From an optimization exercise on the open Yosys and OpenROAD flow, aimed at small area; shortcuts taken in it are not production practice. At most, simulation tests tie the RTL to the original design; equivalence was not proved. No activity file was given, so power comes from the tool's default toggle rates.

==> inputs of job 8907 <==
Design conv1_layer, start of the top module:
module conv1_layer (
  input clk,
  input rst_n,
  input [7:0] data_in,
  output [11:0] conv_out_1, conv_out_2, conv_out_3,
  output valid_out_conv
);
==> flow/config.mk <==
export PLATFORM = sky130hd
export DESIGN_NAME = conv1_layer
export DESIGN_NICKNAME = conv1_layer
export VERILOG_FILES = /design/flow/design.v
export SDC_FILE = /design/flow/constraint.sdc
export NUM_CORES = 4
export LEC_CHECK = 0
export ABC_AREA = 1
export CAP_MARGIN = 20
export CORE_MARGIN = 2
export CORE_UTILIZATION = 40
export SLEW_MARGIN = 20
export SYNTH_HIERARCHICAL = 1
==> flow/constraint.sdc <==
create_clock -name core_clock -period 15.0 [get_ports {clk}]
set_input_delay 3.0000 -clock core_clock [delete_from_list [all_inputs] [get_ports {clk}]]
set_output_delay 3.0000 -clock core_clock [all_outputs]
set_load 0.01 [all_outputs]
standard.sh (not shown) runs the stock make flow with config.mk's settings and CLKGATE_MAP_FILE= SYNTH_SCRIPT=/design/flow/synth_recipe.tcl, a recipe that flattens the netlist after the stock synthesis.
==> flow/flow/run.sh <==
#!/bin/bash
# Standard ORFS layout, with one extra step after synthesis: the combinational
# logic of the standard netlist is re-mapped by ABC for area (registers and
# adder cells are kept as synthesized), then the standard flow continues.
set -euo pipefail
R=orfs/results/$FLOW_PLATFORM/conv1_layer/base
LOGD=orfs/logs/$FLOW_PLATFORM/conv1_layer/base
bash standard.sh synth > 1_standard_synth.log 2>&1
python3 flow/clean.py $R/1_2_yosys.v pre.v > 2_clean.log 2>&1
LIB=$FLOW_HOME/platforms/sky130hd/lib/sky130_fd_sc_hd__tt_025C_1v80.lib
DU=$(grep "^abc -script" $LOGD/1_2_yosys.log | grep -o "\-dont_use [^ ]*" | tr '\n' ' ')
KEEP=$(grep -o "sky130_fd_sc_hd__\(df\|fa_\|ha_\|conb\|dl\|sdf\|edf\)[a-z0-9_]*" $R/1_2_yosys.v | sort -u | tr '\n' ' ')
sed -e "s|@LIB@|$LIB|g" -e "s|@DU@|$DU|g" -e "s|@KEEP@|$KEEP|g" -e "s|@ABCSCRIPT@|flow/abc_min.script|g" flow/post.ys.in > post.ys
yosys -s post.ys > 3_post_yosys.log 2>&1
cp $R/1_2_yosys.v 1_2_yosys.standard.v
cp post.v $R/1_2_yosys.v
rm -f $R/1_synth.odb $R/1_synth.sdc
if [[ -f flow/cts_args.txt ]]; then export CTS_ARGS="$(cat flow/cts_args.txt)"; fi
bash standard.sh finish > 4_standard_finish.log 2>&1
==> flow/flow/cts_args.txt <==
-sink_clustering_enable -repair_clock_nets -dont_use_dummy_load -buf_list sky130_fd_sc_hd__clkbuf_8 -sink_clustering_size 20 -sink_clustering_max_diameter 60
Other scripts of this flow, unchanged in this note and not shown: flow/flow/abc_min.script, flow/flow/clean.py, flow/flow/post.ys.in
==> job 5905 (differences from job 8907) <==
Settings changed: CORE_UTILIZATION 40 to 55, GPL_TIMING_DRIVEN from default to 0.
==> job 8743 (differences from job 8907) <==
==> flow/flow/cts_args.txt (replaced) <==
-sink_clustering_enable -repair_clock_nets -dont_use_dummy_load -buf_list sky130_fd_sc_hd__clkbuf_4 -sink_clustering_size 10 -sink_clustering_max_diameter 45
Settings changed: GPL_TIMING_DRIVEN from default to 0.
==> run summary <==
metric                                                                                job 8743                 job 5905                 job 8907
Run status                                                             complete, no violations  complete, no violations  complete, no violations
Fraction of area in multi-input gates                                                    51.3%                    51.9%                    50.9%
Clk root buf                                                                          clkbuf_4                 clkbuf_8                 clkbuf_8
Worst voltage drop across the vdd grid                                                  132 uV                   143 uV                   196 uV
Worst setup timing slack at the placement stage                                        2.57 ns                  2.95 ns                  3.16 ns
Depth of the critical timing path with buffers and inverters included                       27                       23                       23
Global routing usage on met2                                                             40.8%                    54.8%                    47.1%
Sw power                                                                               2.42 mW                  2.34 mW                  2.32 mW
Number of fill cells                                                                    13,500                    8,603                   13,600
ClkCell Share                                                                            1.95%                    1.86%                    2.18%
Count of H-tree levels built during CTS                                                      4                        3                        3
Max Fclk                                                                            0.0797 GHz               0.0815 GHz               0.0850 GHz
Met2 wire length                                                                86,900 microns           84,300 microns           99,100 microns
Overall routed net length                                                      212,000 microns          207,000 microns          237,000 microns
Setup ws final                                                                         2.45 ns                  2.73 ns                  3.23 ns
Antenna violations before repair                                                            14                        8                       14
Number of buffers outside the clock class in the layout                                     58                       59                      105
Maximum fanout count along the critical path                                                10                       10                       12
Routed length on met1                                                           87,100 microns           80,400 microns          102,000 microns
Clock latency on the worst-skew pair                                                   1.24 ns                  0.78 ns                  0.87 ns
Maximum number of pins on one net before global-route repair                                17                       21                       21
Vias after detailed routing                                                             39,800                   39,500                   39,800

========
==> delta <==
conv1_layer again, from the RTL that the note above started with.
export LEC_CHECK = 0
export ABC_AREA = 1
export CAP_MARGIN = 20
export CORE_MARGIN = 2
export CORE_UTILIZATION = 40
export GPL_TIMING_DRIVEN = 0
export SLEW_MARGIN = 20
export SYNTH_HIERARCHICAL = 1
create_clock -name core_clock -period 15.0 [get_ports {clk}]
==> flow/flow/abc_min.script <==
strash
dch -f
map -a
topo
dnsize -c
==> flow/flow/clean.py <==
import re,sys
# Replace half adders whose SUM output is unused by plain AND gates.
src=open(sys.argv[1]).read()
cells=list(re.finditer(r'(sky130_fd_sc_hd__ha_1)\s+(\S+)\s*\((.*?)\);',src,re.S))
# count net references
refs={}
for m in re.finditer(r'\.(\w+)\(([^()]*)\)',src):
    n=m.group(2).strip(); refs[n]=refs.get(n,0)+1
out=[];last=0;nrep=0
for m in cells:
    pins=dict((p,n.strip()+' ') for p,n in re.findall(r'\.(\w+)\(([^()]*)\)',m.group(3)))
    s=pins.get('SUM','').strip()
    if s=='' or refs.get(s,0)<=1:
        out.append(src[last:m.start()])
        out.append(f"sky130_fd_sc_hd__and2_1 {m.group(2)} (\n    .A({pins['A']}),\n    .B({pins['B']}),\n    .X({pins['COUT']})\n  );")
        last=m.end(); nrep+=1
out.append(src[last:])
open(sys.argv[2],'w').write(''.join(out))
print('replaced',nrep,'half adders',file=sys.stderr)
==> flow/flow/cts_args.txt <==
-sink_clustering_enable -repair_clock_nets -dont_use_dummy_load -buf_list sky130_fd_sc_hd__clkbuf_8 -sink_clustering_size 20 -sink_clustering_max_diameter 90
==> flow/flow/post.ys.in <==
# Re-map the combinational logic of the standard synthesis netlist with ABC's
# area script. Registers, full adders and half adders stay as they are.
read_liberty -ignore_miss_func @LIB@
read_verilog pre.v
hierarchy -top conv1_layer
setattr -mod -set keep_hierarchy 1 @KEEP@
flatten
select conv1_layer
opt_clean -purge
abc -script @ABCSCRIPT@ -liberty @LIB@ @DU@ -D 10000
opt_clean -purge
splitnets
opt_clean -purge
hilomap -singleton -hicell sky130_fd_sc_hd__conb_1 HI -locell sky130_fd_sc_hd__conb_1 LO
insbuf -buf sky130_fd_sc_hd__buf_4 A X
opt_clean -purge
select -clear
select conv1_layer
stat -liberty @LIB@
check
write_verilog -noattr -nohex -nodec -selected post.v
Scripts as last shown in full above: flow/flow/run.sh
==> sierra (differences from delta) <==
==> flow/flow/cts_args.txt (replaced) <==
-sink_clustering_enable -repair_clock_nets -dont_use_dummy_load
--- a/flow/config.mk
+++ b/flow/config.mk
@@ -6,9 +6,8 @@
 export NUM_CORES = 4
 export LEC_CHECK = 0
 export ABC_AREA = 1
 export CAP_MARGIN = 20
 export CORE_MARGIN = 2
 export CORE_UTILIZATION = 40
-export GPL_TIMING_DRIVEN = 0
 export SLEW_MARGIN = 20
 export SYNTH_HIERARCHICAL = 1
==> violet (differences from delta) <==
--- a/flow/design.v
+++ b/flow/design.v
@@ -14,45 +14,45 @@
   input clk,
   input rst_n,
   input [7:0] data_in,
   output [11:0] conv_out_1, conv_out_2, conv_out_3,
   output valid_out_conv
 );
-  reg [8*140-1:0] sr;
-  always @(posedge clk) sr <= {sr[8*139-1:0], data_in};
+  reg [8*141-1:0] sr;
+  always @(posedge clk) sr <= {sr[8*140-1:0], data_in};
   reg [4:0] col, row;
   always @(posedge clk) begin
     if (!rst_n) begin col <= 5'd26; row <= 5'd0; end
     else if (col == 5'd27) begin col <= 5'd0; row <= row + 5'd1; end
     else col <= col + 5'd1;
   end
-  wire [7:0] t00 = sr[1119:1112];
-  wire [7:0] t01 = sr[1111:1104];
-  wire [7:0] t02 = sr[1103:1096];
-  wire [7:0] t03 = sr[1095:1088];
-  wire [7:0] t04 = sr[1087:1080];
-  wire [7:0] t10 = sr[895:888];
-  wire [7:0] t11 = sr[887:880];
-  wire [7:0] t12 = sr[879:872];
-  wire [7:0] t13 = sr[871:864];
-  wire [7:0] t14 = sr[863:856];
-  wire [7:0] t20 = sr[671:664];
-  wire [7:0] t21 = sr[663:656];
-  wire [7:0] t22 = sr[655:648];
-  wire [7:0] t23 = sr[647:640];
-  wire [7:0] t24 = sr[639:632];
-  wire [7:0] t30 = sr[447:440];
-  wire [7:0] t31 = sr[439:432];
-  wire [7:0] t32 = sr[431:424];
-  wire [7:0] t33 = sr[423:416];
-  wire [7:0] t34 = sr[415:408];
-  wire [7:0] t40 = sr[223:216];
-  wire [7:0] t41 = sr[215:208];
-  wire [7:0] t42 = sr[207:200];
-  wire [7:0] t43 = sr[199:192];
-  wire [7:0] t44 = sr[191:184];
+  wire [7:0] t00 = sr[1127:1120];
+  wire [7:0] t01 = sr[1119:1112];
+  wire [7:0] t02 = sr[1111:1104];
+  wire [7:0] t03 = sr[1103:1096];
+  wire [7:0] t04 = sr[1095:1088];
+  wire [7:0] t10 = sr[903:896];
+  wire [7:0] t11 = sr[895:888];
+  wire [7:0] t12 = sr[887:880];
+  wire [7:0] t13 = sr[879:872];
+  wire [7:0] t14 = sr[871:864];
+  wire [7:0] t20 = sr[679:672];
+  wire [7:0] t21 = sr[671:664];
+  wire [7:0] t22 = sr[663:656];
+  wire [7:0] t23 = sr[655:648];
+  wire [7:0] t24 = sr[647:640];
+  wire [7:0] t30 = sr[455:448];
+  wire [7:0] t31 = sr[447:440];
+  wire [7:0] t32 = sr[439:432];
+  wire [7:0] t33 = sr[431:424];
+  wire [7:0] t34 = sr[423:416];
+  wire [7:0] t40 = sr[231:224];
+  wire [7:0] t41 = sr[223:216];
+  wire [7:0] t42 = sr[215:208];
+  wire [7:0] t43 = sr[207:200];
+  wire [7:0] t44 = sr[199:192];
   wire s1, c2;
   fa3 us1(t00[0], t10[0], t20[0], s1, c2);
   wire s3, c4;
   fa3 us3(t00[1], t10[1], t20[1], s3, c4);
   wire s5, c6;
   ha2 us5(t30[1], t32[1], s5, c6);
@@ -3575,11 +3575,9 @@
   wire s3521, c3522;
   fa3 us3521(c3493, ~c3459, c3520, s3521, c3522);
   wire s3523, c3524;
   fa3 us3523(c3459, 1'b1, c3522, s3523, c3524);
   wire [11:0] res2 = {~c3524, s3523, s3521, s3519, s3517, s3515, s3513, s3511, s3509, s3507, s3505, s3503};
   wire valid_c = (col < 5'd24) && (row >= 5'd6) && (row <= 5'd29);
-  reg [11:0] o1,o2,o3;
-  always @(posedge clk) begin o1<=res0; o2<=res1; o3<=res2; end
-  assign conv_out_1=o1; assign conv_out_2=o2; assign conv_out_3=o3;
+  assign conv_out_1=res0; assign conv_out_2=res1; assign conv_out_3=res2;
   assign valid_out_conv = valid_c;
 endmodule
==> flow/flow/cts_args.txt (replaced) <==
-sink_clustering_enable -repair_clock_nets -dont_use_dummy_load -buf_list sky130_fd_sc_hd__clkbuf_8 -sink_clustering_size 20 -sink_clustering_max_diameter 60
==> comparison table <==
metric	sierra	delta	violet
Number of multi-input combinational cells	3297	3297	3296
Non-clock inverters	660	660	626
Rel. slew slack	0.162	0.0648	0.125
Die Area	0.146 sq mm	0.146 sq mm	0.145 sq mm
Sum of net half-perimeters after detailed placement	205 mm	181 mm	182 mm
Met2 wire len	98.9 mm	85.4 mm	88.2 mm
Resized Gates After CTS	0	0	144
Part of the total power dissipated in combinational logic	0.278	0.337	0.461
Result of the run	timing/DRC/antenna clean	timing/DRC/antenna clean	failed layout checks
Violated checks	-	-	setup timing
Accumulated negative setup slack	0 ps	0 ps	-35.6 ps
Number of flip-flops in the largest register	1120	1120	1128
Fin util	0.447	0.432	0.438
Final std cells w/o fill	7237	7153	7161
Via count of the first global-routing pass	39200	38300	38300
Kind of end point of the critical path	flip-flop	flip-flop	primary output
The RTL of violet was laid out without a check of its function.

========
==> v3: inputs <==
Starting RTL as in the previous note.
==> flow/design.v (excerpt) <==
module conv1_layer (
  input clk,
  input rst_n,
  input [7:0] data_in,
  output [11:0] conv_out_1, conv_out_2, conv_out_3,
  output valid_out_conv
);
clock: 15.0 ns
lec_check: 0
abc_area: 1
cap_margin: 20
core_margin: 2
core_utilization: 40
slew_margin: 20
synth_hierarchical: 1
==> flow/flow/cts_args.txt <==
-sink_clustering_enable -repair_clock_nets -dont_use_dummy_load -buf_list sky130_fd_sc_hd__clkbuf_16 -sink_clustering_size 32 -sink_clustering_max_diameter 90
Scripts as last shown in full above: flow/flow/run.sh, flow/flow/abc_min.script, flow/flow/clean.py, flow/flow/post.ys.in
==> inputs of v25, as changes to v3 <==
==> flow/flow/cts_args.txt (replaced) <==
-sink_clustering_enable -repair_clock_nets -dont_use_dummy_load -buf_list sky130_fd_sc_hd__clkbuf_8 -sink_clustering_size 20 -sink_clustering_max_diameter 60
- GPL_TIMING_DRIVEN: default -> 0
==> summary of the runs <==
v3 produced a clean layout. v25 finished with timing, DRC and antenna clean.
In synthesized cell count, v25 and v3 do not differ.
In sequential cell count, v3 and v25 do not differ.
Of v3 and v25, v25 has the higher sequential share of layout area (gap 0.32 points).
Between v3 and v25, the lower via count is in v25 (gap about 0.7%, measured against v25).
In v25 the critical path depth is higher than in v3, by 4.
==> figures <==
metric                                                           v25                     v3
Status                                      timing/DRC/antenna clean  timing/DRC/antenna clean
Ant diodes                                                         7                      6
Power density cells                                       116 nW/µm²             115 nW/µm²
Post-route clock period utilization                            0.837                  0.784
Area after detailed placement                              60200 µm²              60600 µm²
Clock tree cell share of total cell area                      0.0210                 0.0238
Multi-input combinational area share                           0.513                  0.508
Area added between synthesis and finish                        7.42%                  8.34%
Highest-delay cell along the critical path  sky130_fd_sc_hd__dfxtp_1  sky130_fd_sc_hd__fa_1
Highest fanout seen on the critical path                          10                     12
Final Skew                                                  0.118 ns              0.0889 ns

========
==> build 52: inputs <==
Another version of the RTL of conv1_layer (not shown whole).
export LEC_CHECK = 0
export ABC_AREA = 1
export CAP_MARGIN = 20
export CORE_MARGIN = 2
export CORE_UTILIZATION = 40
export CTS_BUF_LIST = sky130_fd_sc_hd__clkbuf_8
export SLEW_MARGIN = 20
export SYNTH_HIERARCHICAL = 1
create_clock -name core_clock -period 15.0 [get_ports {clk}]
==> flow/flow/run.sh <==
#!/bin/bash
# Standard ORFS layout, with one extra step after synthesis: the combinational
# logic of the standard netlist is re-mapped by ABC for area (registers and
# adder cells are kept as synthesized), then the standard flow continues.
set -euo pipefail
R=orfs/results/$FLOW_PLATFORM/conv1_layer/base
LOGD=orfs/logs/$FLOW_PLATFORM/conv1_layer/base
bash standard.sh synth > 1_standard_synth.log 2>&1
python3 flow/clean.py $R/1_2_yosys.v pre.v > 2_clean.log 2>&1
LIB=$FLOW_HOME/platforms/sky130hd/lib/sky130_fd_sc_hd__tt_025C_1v80.lib
DU=$(grep "^abc -script" $LOGD/1_2_yosys.log | grep -o "\-dont_use [^ ]*" | tr '\n' ' ')
KEEP=$(grep -o "sky130_fd_sc_hd__\(df\|fa_\|ha_\|conb\|dl\|sdf\|edf\)[a-z0-9_]*" $R/1_2_yosys.v | sort -u | tr '\n' ' ')
sed -e "s|@LIB@|$LIB|g" -e "s|@DU@|$DU|g" -e "s|@KEEP@|$KEEP|g" -e "s|@ABCSCRIPT@|$FLOW_HOME/scripts/abc_area.script|g" flow/post.ys.in > post.ys
yosys -s post.ys > 3_post_yosys.log 2>&1
cp $R/1_2_yosys.v 1_2_yosys.standard.v
cp post.v $R/1_2_yosys.v
rm -f $R/1_synth.odb $R/1_synth.sdc
bash standard.sh finish > 4_standard_finish.log 2>&1
Scripts as last shown in full above: flow/flow/clean.py, flow/flow/post.ys.in
==> trial 58: changes against build 52 <==
--- a/flow/config.mk
+++ b/flow/config.mk
@@ -9,6 +9,6 @@
 export CAP_MARGIN = 20
 export CORE_MARGIN = 2
 export CORE_UTILIZATION = 40
-export CTS_BUF_LIST = sky130_fd_sc_hd__clkbuf_8
+export CTS_BUF_LIST = sky130_fd_sc_hd__clkbuf_4
 export SLEW_MARGIN = 20
 export SYNTH_HIERARCHICAL = 1
==> run summary <==
Pwr
For the clock group, total power comes out at approximately 2.7 mW.

CTS
The insertion delay of the later-clocked pin in the worst-skew pair is 1360 ps. The TritonCTS buffer count is approximately 320.

Drt
The length of the first detailed-routing pass in iterations is 7.

Critical path
For the worst setup path, the data arrival time is 12330 ps.

Run status
The flow ran to the end and the layout has no timing, DRC or antenna violations.

Cells and area
The fraction of cell area in non-clock buffers is 1.05%. The finished cells cover 0.0662 sq mm. 13 antenna diodes ended up in the layout. Cells with a size suffix above 1 make up 12.7% of the layout.
[end of results for trial 58]
==> run summary <==
Pwr
The worst-case vdd ir drop is just under 200 uV.

CTS
The insertion delay of the later-clocked pin in the worst-skew pair is 930 ps. Counting the buffers created by CTS gives between 150 and 200.

Cells and area
The post-route cell area is about 0.066 sq mm. Buffers outside the clock tree occupy 1.04% of the routed design's cell area. The antenna diode instance count is 3. The fraction of final layout cells sized beyond drive strength 1 is about a tenth.

Drt
The first detailed-routing pass took 6 iterations.

Critical path
The most critical setup path has its startpoint at sr[424]. For the worst setup path, the data arrival time is around 12000 ps.

Run status
The run finished with no timing, DRC or antenna violations.

Place
The post-placement cell area is 0.0623 sq mm. The detailed placement HPWL is 211 mm.

Global route
The number of antenna violations at the first check in global routing is 12.

Die
After floorplanning, the core was divided into 141 placement rows.

Logic synthesis
Dividing the synthesized area by the synthesized cell count gives about 11 sq um.
[end of results for build 52]
No functional check of the RTL was part of any run of this note.

separate check: timing with driven ports:
Ports are ideal in the flow. The routed layouts listed here were re-timed in OpenROAD.
Step 1 sets driving cells, clkbuf_16 on the clock port and buf_2 on the other inputs (assumed; they add their load-dependent delay and slew).
Step 2 also shifts input and output timing later by t, the mid clock arrival at the registers, as if the neighbouring blocks saw the same clock.
Three values: no drivers, after step 1, after step 2; two values: the first two.
run | shift t [ns] | setup WS [ns] | hold WS [ns]
job 8907 | 0.896 | 3.233 / 3.233 / 3.233 | 0.259 / 0.259 / 0.259
job 5905 | 0.799 | 2.732 / 2.732 / 2.732 | 0.261 / 0.261 / 0.261
job 8743 | 1.214 | 2.454 / 2.454 / 2.454 | 0.248 / 0.248 / 0.248
delta | 0.892 | 2.590 / 2.590 / 2.590 | 0.268 / 0.268 / 0.268
sierra | 0.794 | 3.282 / 3.282 / 3.282 | 0.275 / 0.275 / 0.275
violet | 0.866 | -0.036 / -0.110 / 0.756 | 0.262 / 0.262 / 0.262
v3 | 0.762 | 3.247 / 3.247 / 3.247 | 0.288 / 0.288 / 0.288
v25 | 0.871 | 2.440 / 2.440 / 2.440 | 0.245 / 0.245 / 0.245
build 52 | 0.990 | 3.911 / 3.911 / 3.911 | 0.286 / 0.286 / 0.286
trial 58 | 1.352 | 3.845 / 3.845 / 3.845 | 0.245 / 0.245 / 0.245
